This is an optimization exercise on Yosys and OpenROAD, whose aim is small area, not a production implementation.
RTL that was checked went through simulation tests only; none was proved equivalent to the original.

==> garnet: inputs <==
## SR_full_top
module SR_full_top(input [13:0] ini,
                   input [13:0] inq,
                   input clk,
                   input reset,
                   input start,
                   output [9:0] out0,
                   output [9:0] out1,
                   output [3:0] classification_result,
                   output [23:0] regression_result,
                   output done,
                   output frame_end
    );
==> module mlp_24bit_scalable, before the edit <==
module mlp_24bit_scalable (
    input  wire        clk,
    input  wire [7:0]  q,
    input  wire [6:0]  c0,
    input  wire [6:0]  c1,
    output wire [3:0]  classification_result,
    output wire [23:0] regression_result
);
    localparam W0 = 12, W1 = 11, W2 = 15;    
    wire hid  = (q >= 8'd31) & (q <= 8'd37);
    wire hid0 = (q == 8'd31);
    wire xfer = (q == 8'd38);
    reg [3:0] b;       
    reg [3:0] k;       
    wire bl = (b == 4'd13);
    always @(posedge clk) begin
        b <= (xfer | bl) ? 4'd0 : b + 4'd1;
        k <= xfer ? 4'd0 : k + {3'd0, bl};
    end
    wire have = (b == 4'd0) & (q >= 8'd53);     
    wire [2:0] cs = q[2:0] + 3'd1;
    wire cb0 = c0[cs];
    wire cb1 = c1[cs];
    reg [13:0] h0, h1, h2;
    localparam [38*16-1:0] VROM = 608'b11111100011101011111011110000010011100111111000111010111110111100000100111001111111011011011111001000100000111000011100001000001111110111101000000111101101100000110101111101000001111111100101110110010011101110010000100000001111111000110101000111010110100111111001110111111111010011111000111011111110100111111111110011010000110011011111001111000000000010100100000010100000001011010111010100101100000000000000000001101001101010111011100000001000111111101110011111111010101000001101100111101110101111111110110001000100000101110101100011111110110000010100000100110001001101100000001100111011111100011000001000000;
    wire [37:0] vk = VROM[k*38 +: 38];
    wire [W0-1:0] v0 = vk[11:0];
    wire [W1-1:0] v1 = vk[22:12];
    wire [W2-1:0] v2 = vk[37:23];
    reg [W0-1:0] d0; reg [W1-1:0] d1; reg [W2-1:0] d2;
    always @* begin
        if (hid) begin
            case ({cb1, cb0})
            2'b00: begin d0 = 0;   d1 = 0;   d2 = 0;   end
            2'b01: begin d0 = 50;  d1 = -10; d2 = -72; end
            2'b10: begin d0 = -22; d1 = 95;  d2 = 98;  end
            default: begin d0 = 28; d1 = 85; d2 = 26; end
            endcase
        end else begin
            d0 = h0[0] ? v0 : {W0{1'b0}};
            d1 = h1[0] ? v1 : {W1{1'b0}};
            d2 = h2[0] ? v2 : {W2{1'b0}};
        end
    end
    wire first = hid ? hid0 : (b == 4'd0);
    wire [W0-1:0] i0 = hid ? -12'sd1110 : 12'd0;
    wire [W1-1:0] i1 = hid ? -11'sd380 : 11'd0;
    wire [W2-1:0] i2 = hid ? 15'sd2010 : 15'd0;
    reg [W0-1:0] A0; reg [6:0] L0;
    reg [W1-1:0] A1; reg [6:0] L1;
    reg [W2-1:0] A2; reg [6:0] L2;
    wire [W0:0] s0; wire [W1:0] s1; wire [W2:0] s2;
    mlp_radd #(W0) ad0(.a(first ? i0 : A0), .b(d0), .s(s0));
    mlp_radd #(W1) ad1(.a(first ? i1 : A1), .b(d1), .s(s1));
    mlp_radd #(W2) ad2(.a(first ? i2 : A2), .b(d2), .s(s2));
    always @(posedge clk) begin
        A0 <= s0[W0:1]; L0 <= {s0[0], L0[6:1]};
        A1 <= s1[W1:1]; L1 <= {s1[0], L1[6:1]};
        A2 <= s2[W2:1]; L2 <= {s2[0], L2[6:1]};
    end
    wire [W0+6:0] f0 = {A0, L0};
    wire [W1+6:0] f1 = {A1, L1};
    wire [W2+6:0] f2 = {A2, L2};
    always @(posedge clk) begin
        h0 <= xfer ? (f0[W0+6] ? 14'd0 : f0[13:0]) : {h0[0], h0[13:1]};
        h1 <= xfer ? (f1[W1+6] ? 14'd0 : f1[13:0]) : {h1[0], h1[13:1]};
        h2 <= xfer ? (f2[W2+6] ? 14'd0 : f2[13:0]) : {h2[0], h2[13:1]};
    end
    localparam [16*16-1:0] OBROM = 256'b1110011110010110111101110011000111111111011110110000100010100101000001100011111100001110101010010000101101110110111111110110011011101110110100101111101010101111000001010011101100000011101001010000100000000010000100010111010011111011010010001110011110010110;
    wire [15:0] obk = OBROM[k*16 +: 16];
    wire [22:0] e0 = {{(23-W0-7){f0[W0+6]}}, f0};
    wire [22:0] e1 = {{(23-W1-7){f1[W1+6]}}, f1};
    wire [22:0] e2 = {{(23-W2-7){f2[W2+6]}}, f2};
    wire [22:0] e3 = {{7{obk[15]}}, obk};
    wire [22:0] p1 = e0 ^ e1 ^ e2;
    wire [22:0] g1 = {(e0[21:0] & e1[21:0]) | (e2[21:0] & (e0[21:0] ^ e1[21:0])), 1'b0};
    wire [22:0] p2 = p1 ^ g1 ^ e3;
    wire [22:0] g2 = {(p1[21:0] & g1[21:0]) | (e3[21:0] & (p1[21:0] ^ g1[21:0])), 1'b0};
    wire [23:0] ok;
    mlp_radd #(23) ads(.a(p2), .b(g2), .s(ok));
    reg [15:0] okr;
    reg        fits;
    reg        cmpv;      
    always @(posedge clk) begin
        okr <= ok[15:0];
        fits <= (ok[22:15] == 8'h00) | (ok[22:15] == 8'hff);
        cmpv <= have;
    end
    reg [15:0] maxv;
    reg [3:0] maxi;
    reg [15:0] reg0;
    wire [15:0] ma = {~maxv[15], maxv[14:0]};
    wire [15:0] ob = {okr[15], ~okr[14:0]};
    wire [16:0] cc;
    assign cc[0] = 1'b1;
    genvar j;
    generate for (j = 0; j < 16; j = j + 1) begin : cmp
        assign cc[j+1] = (ma[j] & ob[j]) | (cc[j] & (ma[j] | ob[j]));
    end endgenerate
    wire gt = fits & ~cc[16];
    always @(posedge clk) begin
        if (cmpv) begin
            if (k == 4'd1) begin
                maxv <= okr; maxi <= 4'd0; reg0 <= okr;
            end else if (gt) begin
                maxv <= okr; maxi <= k - 4'd1;
            end
        end
    end
    assign classification_result = maxi;
    assign regression_result = {{8{reg0[15]}}, reg0};
endmodule
==> module SR_chain, before the edit <==
module SR_chain #(parameter PH = 0) (
    input  wire       clk,
    input  wire       clr,
    input  wire [9:0] code,
    output wire       inc
);
    function automatic reachable(input integer v);
        begin
            if (PH == 0) reachable = 1'b1;
            else reachable = (v <= 721) || v == 725 || v == 739 || v == 1004 ||
                             v == 1018 || v == 1022 || v == 1023;
        end
    endfunction
    wire [31:0] row = 32'd1 << code[9:5];
    wire [31:0] col = 32'd1 << code[4:0];
    wire [1023:0] t;
    genvar r, c;
    generate for (r = 0; r < 32; r = r + 1) begin : rw
        for (c = 0; c < 32; c = c + 1) begin : cl
            if (reachable(r*32+c)) begin : e
                reg s1, s2;
                wire hit = row[r] & col[c];
                always @(posedge clk) begin
                    s1 <= hit | (s1 & ~clr);
                    s2 <= (s2 | (hit & s1)) & ~clr;
                end
                assign t[r*32+c] = hit & s1 & ~s2;
            end else begin : n
                assign t[r*32+c] = 1'b0;
            end
        end
    end endgenerate
    assign inc = |t;
endmodule
clock: 10.0 ns
lec_check: 0
cap_margin: 20
core_margin: 2
core_utilization: 50
cts_buf_list: sky130_fd_sc_hd__clkbuf_8
cts_cluster_diameter: 100
cts_cluster_size: 12
place_density: 0.6
slew_margin: 20
run.sh (not shown) runs the stock make flow with config.mk's settings and CLKGATE_MAP_FILE= SYNTH_SCRIPT=/design/flow/synth_recipe.tcl, a recipe that flattens the netlist after the stock synthesis.
==> inputs of zinc, as changes to garnet <==
--- a/flow/design.v
+++ b/flow/design.v
@@ -242,10 +242,2 @@
     mlp_radd #(23) ads(.a(p2), .b(g2), .s(ok));
-    reg [15:0] okr;
-    reg        fits;
-    reg        cmpv;      
-    always @(posedge clk) begin
-        okr <= ok[15:0];
-        fits <= (ok[22:15] == 8'h00) | (ok[22:15] == 8'hff);
-        cmpv <= have;
-    end
     reg [15:0] maxv;
@@ -253,4 +245,5 @@
     reg [15:0] reg0;
+    wire fits = (ok[22:15] == 8'h00) | (ok[22:15] == 8'hff);
     wire [15:0] ma = {~maxv[15], maxv[14:0]};
-    wire [15:0] ob = {okr[15], ~okr[14:0]};
+    wire [15:0] ob = {ok[15], ~ok[14:0]};
     wire [16:0] cc;
@@ -263,7 +256,7 @@
     always @(posedge clk) begin
-        if (cmpv) begin
+        if (have) begin
             if (k == 4'd1) begin
-                maxv <= okr; maxi <= 4'd0; reg0 <= okr;
+                maxv <= ok[15:0]; maxi <= 4'd0; reg0 <= ok[15:0];
             end else if (gt) begin
-                maxv <= okr; maxi <= k - 4'd1;
+                maxv <= ok[15:0]; maxi <= k - 4'd1;
             end
--- a/flow/config.mk
+++ b/flow/config.mk
@@ -9,3 +9,3 @@
 export CORE_MARGIN = 2
-export CORE_UTILIZATION = 50
+export CORE_UTILIZATION = 40
 export CTS_BUF_LIST = sky130_fd_sc_hd__clkbuf_8
@@ -13,3 +13,3 @@
 export CTS_CLUSTER_SIZE = 12
-export PLACE_DENSITY = 0.6
+export PLACE_DENSITY = 0.5
 export SLEW_MARGIN = 20
==> inputs of lagoon, as changes to garnet <==
--- a/flow/design.v
+++ b/flow/design.v
@@ -14,18 +14,24 @@
     endfunction
-    wire [31:0] row = 32'd1 << code[9:5];
-    wire [31:0] col = 32'd1 << code[4:0];
+    wire [3:0]  qs  = 4'd1 << code[9:8];
+    wire [15:0] row = 16'd1 << code[7:4];
+    wire [15:0] col = 16'd1 << code[3:0];
     wire [1023:0] t;
-    genvar r, c;
-    generate for (r = 0; r < 32; r = r + 1) begin : rw
-        for (c = 0; c < 32; c = c + 1) begin : cl
-            if (reachable(r*32+c)) begin : e
-                reg s1, s2;
-                wire hit = row[r] & col[c];
-                always @(posedge clk) begin
-                    s1 <= hit | (s1 & ~clr);
-                    s2 <= (s2 | (hit & s1)) & ~clr;
+    genvar q, r, c;
+    generate for (q = 0; q < 4; q = q + 1) begin : qu
+        wire [15:0] rq = row & {16{qs[q]}};
+        wire [15:0] cq = col & {16{qs[q]}};
+        for (r = 0; r < 16; r = r + 1) begin : rw
+            for (c = 0; c < 16; c = c + 1) begin : cl
+                localparam integer V = q*256 + r*16 + c;
+                if (reachable(V)) begin : e
+                    reg s1, s2;
+                    wire hit = rq[r] & cq[c];
+                    always @(posedge clk) begin
+                        s1 <= hit | (s1 & ~clr);
+                        s2 <= (s2 | (hit & s1)) & ~clr;
+                    end
+                    assign t[V] = hit & s1 & ~s2;
+                end else begin : n
+                    assign t[V] = 1'b0;
                 end
-                assign t[r*32+c] = hit & s1 & ~s2;
-            end else begin : n
-                assign t[r*32+c] = 1'b0;
             end
--- a/flow/config.mk
+++ b/flow/config.mk
@@ -9,3 +9,3 @@
 export CORE_MARGIN = 2
-export CORE_UTILIZATION = 50
+export CORE_UTILIZATION = 40
 export CTS_BUF_LIST = sky130_fd_sc_hd__clkbuf_8
@@ -13,3 +13,3 @@
 export CTS_CLUSTER_SIZE = 12
-export PLACE_DENSITY = 0.6
+export PLACE_DENSITY = 0.5
 export SLEW_MARGIN = 20
==> qor summary <==
| quantity | zinc | garnet | lagoon |
|---|---|---|---|
| Critical path required time | 10.84 ns | 10.99 ns | 11.09 ns |
| Worst skew pair latency | 1.20 ns | 1.22 ns | 1.27 ns |
| DR WL met3 | 35.44 mm | 71.63 mm | 65.79 mm |
| Slew at the pin with the worst max-slew slack | 1.234 ns | 1.291 ns | 1.325 ns |
| Run status | finished with violations | timing/DRC/antenna clean | timing/DRC/antenna clean |
| Layout check failures | negative setup slack | - | - |
| First-pass GRT wire length | 833.3 mm | 903.0 mm | 973.7 mm |
| Final weighted congestion of routability-driven global placement | 0.8690 | 1.018 | 0.9902 |
| Worst r2r dst | mlp.maxv[4] | cnt_arg.run_cnt[6] | cnt_abs.run_cnt[6] |
| Gr usage total | 26.69% | 36.18% | 32.24% |
| Placed cells | 21830 | 21230 | 22300 |
| Xor-xnor portion of the synthesized cell area | 1.587% | 1.579% | 1.548% |
| DPL Wire Length | 374.4 mm | 406.7 mm | 485.1 mm |
| Routed WL per cell | 25.68 microns | 28.97 microns | 30.48 microns |
| Number of antenna violations at the first check in global routing | 35 | 60 | 56 |
| Drt pass-1 iters | 8 | 9 | 6 |
| Metal-1 WL | 256.4 mm | 246.1 mm | 284.8 mm |
| Proportion of final cell area spent on non-clock buffers | 3.734% | 3.898% | 4.603% |
| Std cell rows | 234 | 211 | 235 |
| Cell seen most often among critical-path stages | sky130_fd_sc_hd__fa_2 | sky130_fd_sc_hd__ha_1 | - |
Only the layout flow was run in zinc and lagoon; the RTL was not checked for function there.

-- static timing again, ports no longer ideal --
How much do the figures lean on ideal ports? The routed layouts below were timed once more, with nothing changed but the port constraints.
Step 1 (the two cells are an assumption about what drives the block):
set clk [get_ports {clk}]
set_driving_cell -lib_cell sky130_fd_sc_hd__clkbuf_16 $clk
set_driving_cell -lib_cell sky130_fd_sc_hd__buf_2 [delete_from_list [all_inputs] $clk]
Step 2 also shifts input and output timing later by t, the mid clock arrival at the registers, as if the neighbouring blocks saw the same clock.
Three values: ideal, step 1, step 2; two values: the first two.
run | t, ns | setup slack, ns | worst hold slack (ns)
garnet | 1.265 | 0.239 / 0.239 / 0.239 | 0.288 / 0.288 / 0.288
zinc | 1.247 | -0.245 / -0.245 / -0.245 | 0.310 / 0.310 / 0.310
lagoon | 1.300 | 0.111 / 0.111 / 0.111 | 0.269 / 0.269 / 0.269
